Context: an optimization exercise on an open-source flow, tuned for small area. The choices shown serve that exercise and are no tape-out recipe. Function was checked by simulation only, so behaviour that the tests miss may differ from the original.

==> flow/design.v <==
module parking_meter(input add1,
		     input add2,
		     input add3,
		     input add4,
		     input rst1,
		     input rst2,
		     input clk,
		     input rst,
		     output reg [6:0] led_seg,
		     output a1, 
		     output a2,
		     output a3,
		     output a4,
		     output [3:0] val1,
		     output [3:0] val2,
		     output [3:0] val3,
		     output [3:0] val4
		     );
   reg [3:0] 			      a;
   parameter INITIAL = 2'd0;
   parameter ONE = 2'd1;
   parameter TWO = 2'd2;
   reg [1:0] 			      current_state;
   reg [1:0] 			      next_state;
   reg [13:0] 			      counter;
   always@ (posedge clk) begin
      if (rst)
	current_state <= INITIAL;
      else if (rst1 || rst2)
	current_state <= ONE;
      else
	current_state <= next_state;
   end
   always @(*) begin
      case (current_state)
	INITIAL: begin
	   if (add4) begin
	      next_state = ONE;
	   end else if (add1 || add2 || add3) begin
	      next_state = TWO;
	   end else begin
	      next_state = INITIAL; end
	end
	ONE: begin
	   if (counter <= 14'd180) begin
	      next_state = TWO;
	   end else
	     next_state = ONE;
	end
	TWO: begin
	   if (counter > 14'd180) begin
	      next_state = ONE;
	   end else if (counter == 0) begin
	      next_state = INITIAL;
           end else begin
	      next_state = TWO;
	   end
	end
	default:
	  next_state = INITIAL;
      endcase  
   end
   reg [14:0] sec1;
   always @(posedge clk) begin
      if (add1) begin
	 counter <= ((counter + 14'd60) > 14'd9999) ? 14'd9999 : (counter + 14'd60);
	 sec1 <= 0;
      end else if (add2) begin
	 counter <= ((counter + 14'd120) > 14'd9999) ? 14'd9999 : (counter + 14'd120);
	 sec1 <= 0;
      end else if (add3) begin
	 counter <= ((counter + 14'd180) > 14'd9999) ? 14'd9999 : (counter + 14'd180);
	 sec1 <= 0;
      end else if (add4) begin
	 counter <= ((counter + 14'd300) > 14'd9999) ? 14'd9999 : (counter + 14'd300);
	 sec1 <= 0;
      end else if (rst) begin
	 counter <= 0;
	 sec1 <= 0;
      end else if (rst1) begin
	 counter <= 14'd16;
	 sec1 <= 0;
      end else if (rst2) begin
	 counter <= 14'd150;
	 sec1 <= 0;
      end else begin
	 if ((counter != 0) && (sec1 == 14'd99)) begin
	    counter <= counter - 14'd1;
	    sec1 <= 0;
	 end else if (!rst) begin
	    counter <= counter;
	    sec1 <= sec1 + 14'd1;
	 end else begin
	    counter <= 0;
	    sec1 <= 0;
	 end
      end
   end
   assign val1 = counter % 10;
   assign val2 = (counter/10) % 10;
   assign val3 = (counter/100) % 10;
   assign val4 = (counter/1000) % 10;
   reg [6:0] cath1;
   reg [6:0] cath2;
   reg [6:0] cath3;
   reg [6:0] cath4;
   always @(*) begin
      cath1 = find_cath(val1);
      cath2 = find_cath(val2);
      cath3 = find_cath(val3);
      cath4 = find_cath(val4);
   end
   function [6:0] find_cath (input [3:0] val);
      begin
	 find_cath = 7'b0000001;
	 case (val)
	   0: find_cath = 7'b0000001;
	   1: find_cath = 7'b1001111;
           2: find_cath = 7'b0010010;
           3: find_cath = 7'b0000110;
           4: find_cath = 7'b1001100;
           5: find_cath = 7'b0100100;
           6: find_cath = 7'b0100000;
           7: find_cath = 7'b0001111;
           8: find_cath = 7'b0000000;
           9: find_cath = 7'b0001100;
	 endcase  
      end
   endfunction  
   reg [3:0] anodes;
   reg [1:0] digI;
   reg [14:0] fast_cycle;
   reg [14:0] slow_cycle;
   assign a1 = anodes[0];
   assign a2 = anodes[1];
   assign a3 = anodes[2];
   assign a4 = anodes[3];
   always @(posedge clk) begin
      if (rst) begin
	 digI <= 0;
	 anodes <= 4'b1111;
	 led_seg <= 7'b0000001;
	 slow_cycle <= 0;
	 fast_cycle <= 0;
      end else begin
	 if (rst1 || rst2 || add1 || add2 || add3 || add4) begin
	    slow_cycle <= 0;
	    fast_cycle <= 0;
	 end
	 else begin
	    if (slow_cycle == 15'd199)
	      slow_cycle <= 0;
	    else
	      slow_cycle <= slow_cycle + 1'b1;
	    if (fast_cycle == 15'd99)
	      fast_cycle <= 0;
	    else
	      fast_cycle <= fast_cycle + 1'b1;
	    digI <= digI + 1'b1;
	 end
	 anodes <= 4'b1111;
	 led_seg <= 7'b1111111;
	 case (current_state)
	   TWO: begin
	      if (slow_cycle < 100) begin
		 case (digI)
		   0: begin
		      anodes <= 4'b1110;
		      led_seg <= cath4;
		   end
		   1: begin
		      anodes <= 4'b1101;
		      led_seg <= cath3;
		   end
		   2: begin
		      anodes <= 4'b1011;
		      led_seg <= cath2;
		   end
		   3: begin
		      anodes <= 4'b0111;
		      led_seg <= cath1;
		   end
		 endcase  
	      end
	   end
	   default: begin
	      if (fast_cycle < 50) begin
		 case (digI)
		   0: begin
		      anodes <= 4'b1110;
		      led_seg <= cath4;
		   end
		   1: begin
		      anodes <= 4'b1101;
		      led_seg <= cath3;
		   end
		   2: begin
		      anodes <= 4'b1011;
		      led_seg <= cath2;
		   end
		   3: begin
		      anodes <= 4'b0111;
		      led_seg <= cath1;
		   end
		 endcase  
	      end
	   end
	 endcase  
      end
   end
endmodule  
==> flow/run.sh <==
#!/bin/bash
# synth_recipe.tcl (not shown) runs the flow's synth.tcl, then flattens the netlist and writes it again
# the make line also repeats each setting of config.mk as NAME=value (left out here)
make -C /OpenROAD-flow-scripts/flow DESIGN_CONFIG=/design/flow/config.mk WORK_HOME=/design/flow/orfs CLKGATE_MAP_FILE= SYNTH_SCRIPT=/design/flow/synth_recipe.tcl finish
==> flow/config.mk <==
export PLATFORM = sky130hd
export DESIGN_NAME = parking_meter
export DESIGN_NICKNAME = parking_meter
export VERILOG_FILES = /design/flow/design.v
export SDC_FILE = /design/flow/constraint.sdc
export NUM_CORES = 4
export LEC_CHECK = 0
export CAP_MARGIN = 20
export CORE_MARGIN = 2
export CORE_UTILIZATION = 40
export SLEW_MARGIN = 20
==> flow/constraint.sdc <==
create_clock -name core_clock -period 15.0 [get_ports {clk}]
set_input_delay 3.0000 -clock core_clock [delete_from_list [all_inputs] [get_ports {clk}]]
set_output_delay 3.0000 -clock core_clock [all_outputs]
set_load 0.01 [all_outputs]
==> out/metrics.yaml, run 1 <==
drt:
  num_vias: 14440
  postRouteAntennaNets: 0
  drt-pass1-iter-count: 5
  avgViaCountPerCell: 6.43
  avgRoutedWirePerCell_um: 19.0
  drt_iter0_markers: 1509
  drc: 0
  wl_um: 42500
place:
  portBuffers: 34
  hpwlAfterDp_um: 31700
  gp_congestion: 0.924
  post-place-ws_ns: 1.12
yosys:
  syn_area_um2: 12700
  ys_async_sr_fraction_pct: 0
  yosysWarnings: 1
  synth_area_per_cell_um2: 6.78
  synth_enable_flop_cells: 14
  syn_inst: 1878
  synth_top_area_cell: "dfxtp_1"
  synth_ff_type: "dfxtp_1"
  seq_area_frac_synth_pct: 12.7
  yosys_register_bits: 74
  ys_types: 115
  synthTopCellsByArea: "dfxtp_1 9.4%, nor2_1 6.3%, nand2_1 5.9%"
  yosysTopAreaCellShare_pct: 9.43
  syn-num-nets: 1940
sta:
  worst_slew_pin_slew_ns: 0.946
  slew_viol_final: 0
  tns_ns: 0
  fin_crit_ns: 14.14
  fin_hold_ws_ns: 0.441
  fmax_mhz: 70.7
  setup-violations-final: 0
  rsz0062_at_grt: "no"
  maxSlewHeadroom_pct: 36.7
  fin_skew_ns: 0.0137
  setup_slack_ns: 0.861
  finalCritPeriodShare_pct: 94.3
  hold_violations: 0
layout:
  drive_above_1_share_pct: 6.73
  fin_nets: 1899
  syn2layout_area_growth_pct: 6.66
  final_common_cell: "nor2_1"
  final_cell_mix: "213 x nor2_1, 199 x nand2_1, 132 x a21oi_1"
  diodes: 0
  utilization_pct: 43.2
min_path:
  hp-class: "reg2reg"
  holdPathStages: 1
  hold_start: "fast_cycle[0]"
  hold_end: "fast_cycle[0]"
run:
  maxCapViolCount: 0
die:
  io_pins: 35
  dieArea_um2: 33300
  dieWidth_um: 182
  start_util_pct: 40.5
  core_area_um2: 31500
  die_height_um: 182
  rows: 65
status:
  status: "no timing/DRC/antenna violations"
grt:
  grt_max_degree: 41
  antenna_found_initial: 0
  grt_pass1_wl_um: 68000
  grt_pass1_vias: 12823
  grtUsageTotal_pct: 24.7
  grt-ovfl-total: 0
critical_path:
  crit_path_frequent_cell: "nand2_1"
  cp-end-kind: "primary output"
  cp.required_ns: 12.00
  reg2reg_from: "counter[11]"
  rrSetupSlack_ns: 3.98
  arrival_ns: 11.14
  worstSetupStartpointType: "flip-flop"
  crit_fanout: 17
  timing.critical_path.slowest_stage_cell: "and3_1"
  reg2reg_depth: 35
  slowest_delay_ns: 0.63
  r2r_end: "led_seg[0]"
  worst-setup-path-type: "reg2out"
clock_network:
  cts_buffers: 9
  cts_tree: "yes"
  cts.reportedPaths.clkPinSlew_ns: 0.06
  cts_buffer_depth: 2
  cts.sinks: 74
  cts-root-buf: "clkbuf_16"
  cts_hold_buf: 0
  clk_latency_ns: 0.36
  cts_max_level: 3
-- per-stage QoR --
stage | area (um2) | cells
3_5_place_dp | 13300 | 2227
2_1_floorplan | 12700 | 1878
4_1_cts | 13600 | 2243
3_3_place_gp | 13300 | 2227
6_report | 13600 | 2244
5_1_grt | 13600 | 2244
-- repair_timing --
action                                  CTS  global route
setup buffers                             0             1
resized for setup                         0             1
endpoints found under the setup margin    0             1
-- worst max-delay path by stage --
stage / startpoint / endpoint / slack [ns] / cells after the start
after floorplan: counter[12] / val2[2] / 3.18 / 41
after global placement: counter[13] / val2[2] / 1.44 / 31
after detailed placement: counter[13] / val2[2] / 1.12 / 31
after CTS: counter[13] / val2[2] / 0.71 / 31
after global routing: counter[11] / val2[2] / 0.02 / 34
final: counter[11] / val2[2] / 0.86 / 34
-- flip-flops by register name, summed over array words and instances, names as in the netlist --
signal         flops
counter           14
digI               2
led_seg            7
anodes             4
current_state      2
slow_cycle        15
sec1              15
fast_cycle        15
-- critical path, delay by kind of cell, from the launching register on --
family,cells,cell delay (ns)
compound gates,18,5.61
flops,1,0.38
simple gates,11,3.32
fa+ha+maj,2,0.70
buf+inv,3,0.75
-- per-layer routing --
| layer | share of wire [%] | track usage (%) | up-vias |
|---|---|---|---|
| li1 | - | - | 6941 |
| met2 | 45 | 39.4 | 631 |
| met5 | 0 | 0 | - |
| met3 | 7.3 | 3.13 | 59 |
| met4 | 2.3 | 7.35 | 0 |
| met1 | 46 | 34.7 | 6809 |
-- logic make-up (layout without fill, tap and decap cells) --
group	count (synthesis)	in the layout	synth area share (%)
XOR/XNOR	128	128	8.92
adder cells (fa/ha/maj)	65	65	6.17
flip-flops	74	74	12.7
buffers and inverters	184	148	6.38
multiplexers	23	23	1.86
AND/OR/NAND/NOR	801	801	30.8
AO/OA/AOI/OAI	603	603	33.2
-- Yosys cell counts, types with 21 or more instances --
cell type / number
nor2_1: 213
nand2_1: 199
a21oi_1: 132
o21ai_0: 114
nand3_1: 92
xnor2_1: 85
nor3_1: 80
clkbuf_1: 76
dfxtp_1: 60
inv_1: 56
ha_1: 54
xor2_1: 41
a31oi_1: 31
and3_1: 30
nand2b_1: 22
nand4_1: 22
o211ai_1: 22
o22ai_1: 22
or3_1: 22
and2_1: 21
-- cell type report --
class / instances / area [um2]
fill: 3222 / 17900
inverter: 64 / 240
timing repair buffer: 68 / 602
tap: 402 / 503
sequential: 74 / 1620
clock inverter: 7 / 66.3
clock buffer: 9 / 225
multi-input combinational: 1620 / 10300
==> inputs of run 2 (changes only) <==
==> flow/design.v (replaced) <==
module parking_meter(input add1,
		     input add2,
		     input add3,
		     input add4,
		     input rst1,
		     input rst2,
		     input clk,
		     input rst,
		     output [6:0] led_seg,
		     output a1,
		     output a2,
		     output a3,
		     output a4,
		     output [3:0] val1,
		     output [3:0] val2,
		     output [3:0] val3,
		     output [3:0] val4
		     );
   reg [3:0] d0, d1, d2, d3;
   reg act, tw;
   reg [5:0] r;
   reg q, h;
   reg [1:0] digI;
   reg [3:0] code;
   reg [1:0] idx;
   assign val1 = d0;
   assign val2 = d1;
   assign val3 = d2;
   assign val4 = d3;
   wire anyadd = add1 | add2 | add3 | add4;
   wire anyb = anyadd | rst1 | rst2;
   wire clr = anyb | rst;
   wire zero = (d3 == 4'd0) & (d2 == 4'd0) & (d1 == 4'd0) & (d0 == 4'd0);
   wire le180 = (d3 == 4'd0) & ((d2 == 4'd0) | ((d2 == 4'd1) & ((d1 < 4'd8) | ((d1 == 4'd8) & (d0 == 4'd0)))));
   wire end50 = (r == 6'd49);
   wire tick = q & end50 & ~zero;
   wire [3:0] kt = add1 ? 4'd6 : add2 ? 4'd2 : add3 ? 4'd8 : 4'd0;
   wire [1:0] kh = add1 ? 2'd0 : (add2 | add3) ? 2'd1 : 2'd3;
   wire [4:0] s1 = d1 + kt;
   wire c1 = (s1 >= 5'd10);
   wire [3:0] a1n = c1 ? s1 - 5'd10 : s1;
   wire [4:0] s2 = d2 + kh + c1;
   wire c2 = (s2 >= 5'd10);
   wire [3:0] a2n = c2 ? s2 - 5'd10 : s2;
   wire ovf = c2 & (d3 == 4'd9);
   wire [3:0] a3n = d3 + c2;
   wire b0 = (d0 == 4'd0);
   wire b1 = b0 & (d1 == 4'd0);
   wire b2 = b1 & (d2 == 4'd0);
   always @(posedge clk) begin
      if (anyadd) begin
	 if (ovf) begin
	    d0 <= 4'd9; d1 <= 4'd9; d2 <= 4'd9; d3 <= 4'd9;
	 end else begin
	    d1 <= a1n; d2 <= a2n; d3 <= a3n;
	 end
      end else if (rst) begin
	 d0 <= 4'd0; d1 <= 4'd0; d2 <= 4'd0; d3 <= 4'd0;
      end else if (rst1) begin
	 d0 <= 4'd6; d1 <= 4'd1; d2 <= 4'd0; d3 <= 4'd0;
      end else if (rst2) begin
	 d0 <= 4'd0; d1 <= 4'd5; d2 <= 4'd1; d3 <= 4'd0;
      end else if (tick) begin
	 d0 <= b0 ? 4'd9 : d0 - 4'd1;
	 if (b0) d1 <= b1 ? 4'd9 : d1 - 4'd1;
	 if (b1) d2 <= b2 ? 4'd9 : d2 - 4'd1;
	 if (b2) d3 <= d3 - 4'd1;
      end
   end
   always @(posedge clk) begin
      if (rst) begin
	 act <= 1'b0; tw <= 1'b0;
      end else if (rst1 | rst2) begin
	 act <= 1'b1; tw <= 1'b0;
      end else if (!act) begin
	 act <= anyadd;
	 tw <= anyadd & ~add4;
      end else begin
	 act <= ~(tw & zero);
	 tw <= le180 & ~(tw & zero);
      end
   end
   always @(posedge clk) begin
      if (clr) begin
	 r <= 6'd0; q <= 1'b0; h <= 1'b0;
      end else if (end50) begin
	 r <= 6'd0; q <= ~q; h <= h ^ q;
      end else
	r <= r + 6'd1;
      if (rst)
	digI <= 2'd0;
      else if (!anyb)
	digI <= digI + 2'd1;
   end
   wire lit = tw ? ~h : ~q;
   wire [3:0] sel = digI[1] ? (digI[0] ? d0 : d1) : (digI[0] ? d2 : d3);
   always @(posedge clk) begin
      idx <= digI;
      if (rst)
	code <= 4'b1100;
      else if (lit)
	code <= sel;
      else
	code <= 4'b1111;
   end
   wire on = ~(code[3] & code[2]);
   assign a1 = ~(on & (idx == 2'd0));
   assign a2 = ~(on & (idx == 2'd1));
   assign a3 = ~(on & (idx == 2'd2));
   assign a4 = ~(on & (idx == 2'd3));
   function [6:0] seg7(input [3:0] c);
      case (c)
	4'd0: seg7 = 7'b0000001;
	4'd1: seg7 = 7'b1001111;
	4'd2: seg7 = 7'b0010010;
	4'd3: seg7 = 7'b0000110;
	4'd4: seg7 = 7'b1001100;
	4'd5: seg7 = 7'b0100100;
	4'd6: seg7 = 7'b0100000;
	4'd7: seg7 = 7'b0001111;
	4'd8: seg7 = 7'b0000000;
	4'd9: seg7 = 7'b0001100;
	4'd12: seg7 = 7'b0000001;
	4'd15: seg7 = 7'b1111111;
	default: seg7 = 7'b1111111;
      endcase
   endfunction
   assign led_seg = seg7(code);
endmodule
==> run 2 against run 1 <==
- utilization increased by 6.7 points
- fmax increased by 84%
- critical path type is now in2reg
- synthesized area decreased by 79%
- critical path depth decreased by 17
- non-clock buffer count decreased by 33
- global-route usage decreased by 6.5 points
- worst setup slack improved by 6.4 ns
- synthesized cell count decreased by 84%
- largest cell class unchanged
- count of clock-buffer cells in the layout decreased by 2
- first-iteration DRC count decreased by 93%
==> out/metrics.yaml, run 2 <==
drt:
  drc: 0  # unchanged
  drt_iter0_markers: 99  # -93%
  drt-pass1-iter-count: 6  # +1
  avgViaCountPerCell: 5.39  # -16%
  postRouteAntennaNets: 0  # unchanged
  num_vias: 2179  # -85%
  avgRoutedWirePerCell_um: 14.9  # -22%
  wl_um: 6010  # -86%
critical_path:
  timing.critical_path.slowest_stage_cell: "clkdlybuf4s50_1"
  worstSetupStartpointType: "input pin"
  worst-setup-path-type: "in2reg"
  reg2reg_from: "d1[1]"
  worst-path-buf-inv: 3  # unchanged
  startpoint: "add1"
  cp-end-kind: "flip-flop"
  reg2reg_depth: 15  # -57%
  arrival_ns: 7.67  # -3.47 ns
  crit_chain: "clkdlybuf4s50_1 > or2_1 > ha_1 > fa_1 > inv_1 > ha_1 > a21oi_1 > a2111oi_4 > fa_1 > fa_1 > xnor2_1 > inv_1 > ha_1 > o211ai_1 > or2b_2 > o21ai_4 > o21a_1"
  critPathTopFamily: "adder cells"
  cp.required_ns: 14.98  # +2.98 ns
  critical_path_depth: 17  # -50%
  crit_fanout: 8  # -9
  slowest_delay_ns: 0.55  # -0.08 ns
sta:
  slew_viol_final: 0  # unchanged
  fin_crit_ns: 7.69  # -6.44 ns
  setup-violations-final: 0  # unchanged
  fin_skew_ns: 0.00947  # -0.00428 ns
  worst_slew_pin_slew_ns: 0.521  # -0.425 ns
  tns_ns: 0  # unchanged
  finalCritPeriodShare_pct: 51.3  # -43 points
  hold_violations: 0  # unchanged
  setup_slack_ns: 7.31  # +6.44 ns
  rsz0062_at_grt: "no"
  fmax_mhz: 130  # +84%
  maxSlewHeadroom_pct: 65.2  # +29 points
clock_network:
  post_cts_resized: 0  # unchanged
  cts.reportedPaths.clkPinSlew_ns: 0.07  # about the same
  cts.sinks: 34  # -54%
  cts_buffers: 5  # -4
  cts_buffer_depth: 2  # unchanged
  post_cts_buffers: 0  # unchanged
  cts_max_level: 2  # -1
  cts_tree: "yes"
  cts-root-buf: "clkbuf_8"
  cts_hold_buf: 0  # unchanged
  clk_latency_ns: 0.29  # -0.07 ns
run:
  maxCapViolCount: 0  # unchanged
yosys:
  ys_async_sr_fraction_pct: 0  # unchanged
  synth.most_common_cell: "nor2_1"
  synth_top_area_cell: "edfxtp_1"
  yosysTopAreaCellShare_pct: 18.0  # +8.5 points
  syn_inst: 292  # -84%
  yosys_register_bits: 34  # -54%
  seq_area_frac_synth_pct: 31.4  # +19 points
  yosysWarnings: 1  # unchanged
  synth_enable_flop_cells: 16  # +2
  synthTopCellsByArea: "edfxtp_1 18%, dfxtp_1 13%, ha_1 12%"
  synth_common_cells: "30 x nor2_1, 25 x ha_1, 20 x inv_1, 18 x dfxtp_1, 18 x o21ai_0"
  syn_area_um2: 2670  # -79%
  syn-num-nets: 328  # -83%
  ys_types: 59  # -49%
  synth_area_per_cell_um2: 9.16  # +35%
  synth_ff_type: "dfxtp_1"
die:
  start_util_pct: 41.6  # +1.2 points
  rows: 29  # -55%
  core_area_um2: 6420  # -80%
  io_pins: 35  # unchanged
  dieArea_um2: 7350  # -78%
  dieWidth_um: 85.8  # -53%
  die_height_um: 85.8  # -53%
place:
  portBuffers: 34  # unchanged
  hpwlAfterDp_um: 4680  # -85%
  post-place-ws_ns: 7.04  # +5.91 ns
  gp_congestion: 0.825  # -11%
layout:
  syn2layout_area_growth_pct: 19.8
  largest_reg_flops: 6
  top_register: "r"
  fin_nets: 362  # -81%
  final_cell_mix: "34 x clkdlybuf4s50_1, 30 x nor2_1, 25 x ha_1"
  fillers: 616  # -81%
  drive_above_1_share_pct: 9.79  # +3.1 points
  final_common_cell: "clkdlybuf4s50_1"
  diodes: 0  # unchanged
min_path:
  hp-class: "reg2reg"
  hold_start: "r[0]"
  holdPathStages: 1  # unchanged
grt:
  grt-ovfl-total: 0  # unchanged
  grtUsageTotal_pct: 18.2  # -6.5 points
  grt_pass1_vias: 2213  # -83%
  grt_pass1_wl_um: 10500  # -84%
  grt_max_degree: 18  # -56%
  antenna_found_initial: 0  # unchanged
status:
  status: "no timing/DRC/antenna violations"
==> run 2: cell types whose count changed after synthesis, moves of 78 or more <==
cell     delta
a21oi_1   -115
nor2_1    -183
nand3_1    -82
o21ai_0    -96
nand2_1   -184
xnor2_1    -78
==> run 2: final timing paths <==
path              slack (ns)  endpoint
setup / recovery        7.31     d0[0]
hold / removal          0.46      r[0]
setup reg to reg       10.33     d0[0]
hold reg to reg         0.46      r[0]
==> run 2: cells by family (layout without fill, tap and decap cells) <==
family / after synthesis / after routing / share of synthesized area (%)
xor gates and xnor gates: 16 / 16 / 5.24
muxes: 6 / 6 / 4.26
AOI/OAI and AO/OA: 66 / 66 / 16.8
DFF: 34 / 34 / 31.4
buffers and inverters: 28 / 63 / 4.35
adders and majority gates: 28 / 28 / 13.9
and+or+nand+nor: 114 / 114 / 24.0
==> run 2: cell type report <==
class	instances	area [um2]	share of cell area, %
Timing Repair Buffer	35	348	10.9
Clock inverter	1	8.76	0.273
Sequential cell	34	841	26.2
Inverter	20	75.1	2.34
Multi-Input combinational cell	230	1720	53.6
Clock buffer	7	119	3.71
Tap cell	77	96.3	3.01
==> run 2: per-stage QoR <==
stage | util (%) | area [um2] | hold slack [ns] | instances
floorplan | - | 2670 | 0.329 | 292
global placement | 47.9 | 3080 | 0.453 | 396
detailed placement | 47.9 | 3080 | 0.456 | 396
CTS | 49.9 | 3200 | 0.475 | 404
global route | 49.9 | 3200 | 0.510 | 404
finish | 49.9 | 3200 | 0.463 | 404
==> run 2: metal layers <==
layer | track usage (%) | routed length (um) | share of wire, % | vias to the layer above
li1 | - | - | - | 1110
met1 | 22.8 | 2740 | 46 | 1018
met2 | 31.7 | 2980 | 50 | 47
met3 | 2.79 | 227 | 3.8 | 4
met4 | 6.49 | 59 | 0.98 | 0
met5 | 0 | 0 | 0 | -

[re-timing with driven ports]
The flow's constraints put no driver on any port. The routed layouts listed below were extracted and timed again, unchanged, in two steps. Step 1 assumes that a clkbuf_16 drives the clock port and a buf_2 every other input. Step 2 adds t to the input delays and takes it off the output delays; t is the mean of the earliest and latest rising clock arrival at the registers after step 1. Input paths then give back, and output paths get back, about the clock's delay inside the block. Slacks: ideal ports / drivers / drivers and shift; pairs: ideal ports / drivers.
| run | t, ns | setup WS [ns] | worst data-port slew with drivers (ns) |
|---|---|---|---|
| run 1 | 0.392 | 0.861 / 0.819 / 1.211 | 0.05 |
| run 2 | 0.311 | 7.305 / 7.312 / 7.001 | 0.04 |
After both steps every run listed still meets setup and hold. For run 2, which loses most, drivers alone change the setup slack by +0.007 ns; drivers and shift together by -0.304 ns.
